Source: an optimization exercise on an open RTL-to-GDS flow (aim: small area, a short achievable clock period and few clock cycles). Production flows keep margins and buffers that such runs may drop.
The flow treats the clock pin as an ideal source. Dropping or thinning the clock tree relies on that and would not hold on a real chip.
Power and IR drop assume default switching activity.

==> flow/design.v <==
`timescale 1ns / 1ps
module bridge(
input clk,arvalid,res_n,
input [1:0]arburst,
input [3:0]arlen,
input [4:0]araddr,
output arready,
output reg [15:0]rdata,
output rresp,rlast,
input rready,
output rvalid,
output reg [2:0]PADDR,
input [15:0]PRDATA,
output PWRITE,PENABLE,PSEL1,PSEL2,PSEL3,PSEL4,
input PREADY
    );
    reg        full;         
    reg [1:0]  sel;
    reg [2:0]  addr;         
    reg        incr;
    reg [3:0]  cnt;          
    reg        setup;        
    reg        enable;       
    reg [3:0]  psel;
    reg        tlast;        
    reg        valid;
    reg        rlast_q;
    reg        skid;
    reg [15:0] sdata;
    reg        slast;
    wire done   = enable & PREADY;              
    wire empty  = ~full;
    wire accept = arvalid & empty;
    wire idle   = ~setup & ~enable;
    wire issue  = full & ((idle & (~skid | rready)) |
                            (done & (~valid | (~skid & rready))));
    always @(posedge clk, negedge res_n)
      if (!res_n) begin
        full   <= 1'b0;
        setup  <= 1'b0;
        enable <= 1'b0;
        psel   <= 4'd0;
        valid  <= 1'b0;
        skid   <= 1'b0;
      end else begin
        if (accept)
          full <= 1'b1;
        else if (issue && cnt == 4'd0)
          full <= 1'b0;
        setup  <= issue;
        enable <= setup | (enable & ~PREADY);
        psel <= ({4{issue}} & (4'd1 << sel)) | (psel & {4{~done}});
        valid <= skid | done | (valid & ~rready);
        skid  <= (skid | (done & valid)) & ~rready;
      end
    always @(posedge clk) begin
      if (empty) begin
        sel  <= araddr[4:3];
        addr <= araddr[2:0];
        incr <= (arburst == 2'b01);
        cnt  <= arlen;
      end else if (setup) begin
        if (incr)
          addr <= addr + 3'd1;
        cnt <= cnt - 4'd1;
      end
      if (~enable | PREADY) begin
        PADDR <= addr;
        tlast <= (cnt == 4'd0);
      end
      if (~valid | rready) begin
        rdata   <= skid ? sdata : PRDATA;
        rlast_q <= skid ? slast : tlast;
      end
      if (~skid) begin
        sdata <= PRDATA;
        slast <= tlast;
      end
    end
    assign arready = empty;
    assign PSEL1 = psel[0];
    assign PSEL2 = psel[1];
    assign PSEL3 = psel[2];
    assign PSEL4 = psel[3];
    assign PENABLE = enable;
    assign PWRITE = 1'b0;
    assign rvalid = valid;
    assign rresp = valid;
    assign rlast = rlast_q;
endmodule
==> flow/config.mk <==
export PLATFORM = sky130hd
export DESIGN_NAME = bridge
export DESIGN_NICKNAME = bridge
export VERILOG_FILES = /design/flow/design.v
export SDC_FILE = /design/flow/constraint.sdc
export NUM_CORES = 4
export LEC_CHECK = 0
export CAP_MARGIN = 20
export CORE_MARGIN = 2
export CORE_UTILIZATION = 40
export PLACE_DENSITY = 0.6
export SETUP_SLACK_MARGIN = 3.1
export SLEW_MARGIN = 20
==> flow/constraint.sdc <==
create_clock -name core_clock -period 5.0 [get_ports {clk}]
set_input_delay 1.0000 -clock core_clock [delete_from_list [all_inputs] [get_ports {clk}]]
set_output_delay 1.0000 -clock core_clock [all_outputs]
set_load 0.01 [all_outputs]
standard.sh (not shown) runs the stock make flow with config.mk's settings and CLKGATE_MAP_FILE= SYNTH_SCRIPT=/design/flow/synth_recipe.tcl, a recipe that flattens the netlist after the stock synthesis.
==> flow/flow/run.sh <==
#!/bin/bash
set -euo pipefail
export BUFFER_PORTS_ARGS="-buffer_cell sky130_fd_sc_hd__buf_1"
export PRE_CTS_TCL="$PWD/flow/manclk.tcl"
bash standard.sh finish > flow_standard.log 2>&1
==> flow/flow/manclk.tcl <==
# Clock distribution in place of the CTS H-tree: the clock port drives
# nbuf clock buffers, each driving the register clock pins of one vertical
# slice of the core, placed at that slice's centroid.
proc man_clock {bufmaster nbuf} {
  set db [ord::get_db]
  set block [ord::get_db_block]
  set clknet [$block findNet clk]
  set master [$db findMaster $bufmaster]
  set sinks {}
  foreach it [$clknet getITerms] {
    set loc [[$it getInst] getLocation]
    lappend sinks [list [lindex $loc 0] [lindex $loc 1] $it]
  }
  set sinks [lsort -integer -index 0 $sinks]
  set n [llength $sinks]
  for {set b 0} {$b < $nbuf} {incr b} {
    set lo [expr {$b * $n / $nbuf}]
    set hi [expr {($b + 1) * $n / $nbuf - 1}]
    set inst [odb::dbInst_create $block $master clkbuf_root_$b]
    set net [odb::dbNet_create $block clknet_root_$b]
    $net setSigType CLOCK
    set sx 0; set sy 0; set k 0
    foreach s [lrange $sinks $lo $hi] {
      set it [lindex $s 2]
      set sx [expr {$sx + [lindex $s 0]}]; set sy [expr {$sy + [lindex $s 1]}]; incr k
      $it disconnect
      $it connect $net
    }
    [$inst findITerm A] connect $clknet
    [$inst findITerm X] connect $net
    $inst setLocation [expr {$sx / $k}] [expr {$sy / $k}]
    $inst setPlacementStatus PLACED
    puts "man_clock: $k sinks on clknet_root_$b"
  }
}

# Sourced by ORFS's cts.tcl just before its clock_tree_synthesis call:
# replace that call with the distribution above.
rename clock_tree_synthesis orfs_clock_tree_synthesis
proc clock_tree_synthesis {args} {
  man_clock sky130_fd_sc_hd__clkbuf_8 4
}
Change:
--- a/flow/design.v
+++ b/flow/design.v
@@ -11,13 +11,13 @@
 output rvalid,
 output reg [2:0]PADDR,
 input [15:0]PRDATA,
 output PWRITE,PENABLE,PSEL1,PSEL2,PSEL3,PSEL4,
 input PREADY
     );
-    reg        full;         
+    reg        empty;        
     reg [1:0]  sel;
     reg [2:0]  addr;         
     reg        incr;
     reg [3:0]  cnt;          
     reg        setup;        
     reg        enable;       
@@ -26,33 +26,35 @@
     reg        valid;
     reg        rlast_q;
     reg        skid;
     reg [15:0] sdata;
     reg        slast;
     wire done   = enable & PREADY;              
-    wire empty  = ~full;
     wire accept = arvalid & empty;
     wire idle   = ~setup & ~enable;
-    wire issue  = full & ((idle & (~skid | rready)) |
+    wire issue  = ~empty & ((idle & (~skid | rready)) |
                             (done & (~valid | (~skid & rready))));
     always @(posedge clk, negedge res_n)
       if (!res_n) begin
-        full   <= 1'b0;
+        empty  <= 1'b1;
         setup  <= 1'b0;
         enable <= 1'b0;
         psel   <= 4'd0;
         valid  <= 1'b0;
         skid   <= 1'b0;
       end else begin
         if (accept)
-          full <= 1'b1;
+          empty <= 1'b0;
         else if (issue && cnt == 4'd0)
-          full <= 1'b0;
+          empty <= 1'b1;
         setup  <= issue;
         enable <= setup | (enable & ~PREADY);
-        psel <= ({4{issue}} & (4'd1 << sel)) | (psel & {4{~done}});
+        if (issue)
+          psel <= 4'd1 << sel;
+        else if (done)
+          psel <= 4'd0;
         valid <= skid | done | (valid & ~rready);
         skid  <= (skid | (done & valid)) & ~rready;
       end
     always @(posedge clk) begin
       if (empty) begin
         sel  <= araddr[4:3];
@@ -61,13 +63,13 @@
         cnt  <= arlen;
       end else if (setup) begin
         if (incr)
           addr <= addr + 3'd1;
         cnt <= cnt - 4'd1;
       end
-      if (~enable | PREADY) begin
+      if (~setup & ~(enable & ~PREADY)) begin
         PADDR <= addr;
         tlast <= (cnt == 4'd0);
       end
       if (~valid | rready) begin
         rdata   <= skid ? sdata : PRDATA;
         rlast_q <= skid ? slast : tlast;
Result: Power climbs by a few percent. Synthesized area climbs slightly. Sequential cell count does not change. Sequential share of layout area drops by 2.0 points. Design area climbs by a few percent. Wire length climbs by a little under a tenth. Die area climbs slightly. Worst hold slack stays flat. Via count climbs by a few percent. Cell count climbs by a few percent. Sequential power barely changes. Maximum frequency drops by a few percent. Utilization climbs by 1.5 points. Register-to-register slack degrades by 0.14 ns.
No functional check of the RTL was part of any run of this note. No run of this note takes its clock network from TritonCTS; it comes from the design's own scripts or RTL.

separate check: timing with driven ports:
The results above use ideal ports. As a check the final layouts listed here were re-extracted and re-timed, cells and wires unchanged. Step 1 sets driving cells, clkbuf_16 on the clock port and buf_2 on the other inputs (assumed; they add their load-dependent delay and slew). Step 2 moves the port delays by t, midway between the first and last clock arrival at a register: inputs arrive t later, outputs are due t later. That takes back most of the time a late clock gives input paths. Slacks: ideal ports / drivers / drivers and shift; pairs: ideal ports / drivers.
run	shift t [ns]	setup WS [ns]	worst hold slack (ns)	worst register clock-pin slew, ns
the first run	0.192	3.125 / 3.079 / 3.117	0.476 / 0.476 / 0.476	0.09 / 0.09
the second run	0.193	3.082 / 3.033 / 3.064	0.479 / 0.479 / 0.479	0.09 / 0.09
After both steps setup and hold are still met in every run listed. For the second run, which loses most, drivers alone change the setup slack by -0.049 ns; drivers and shift together by -0.018 ns.
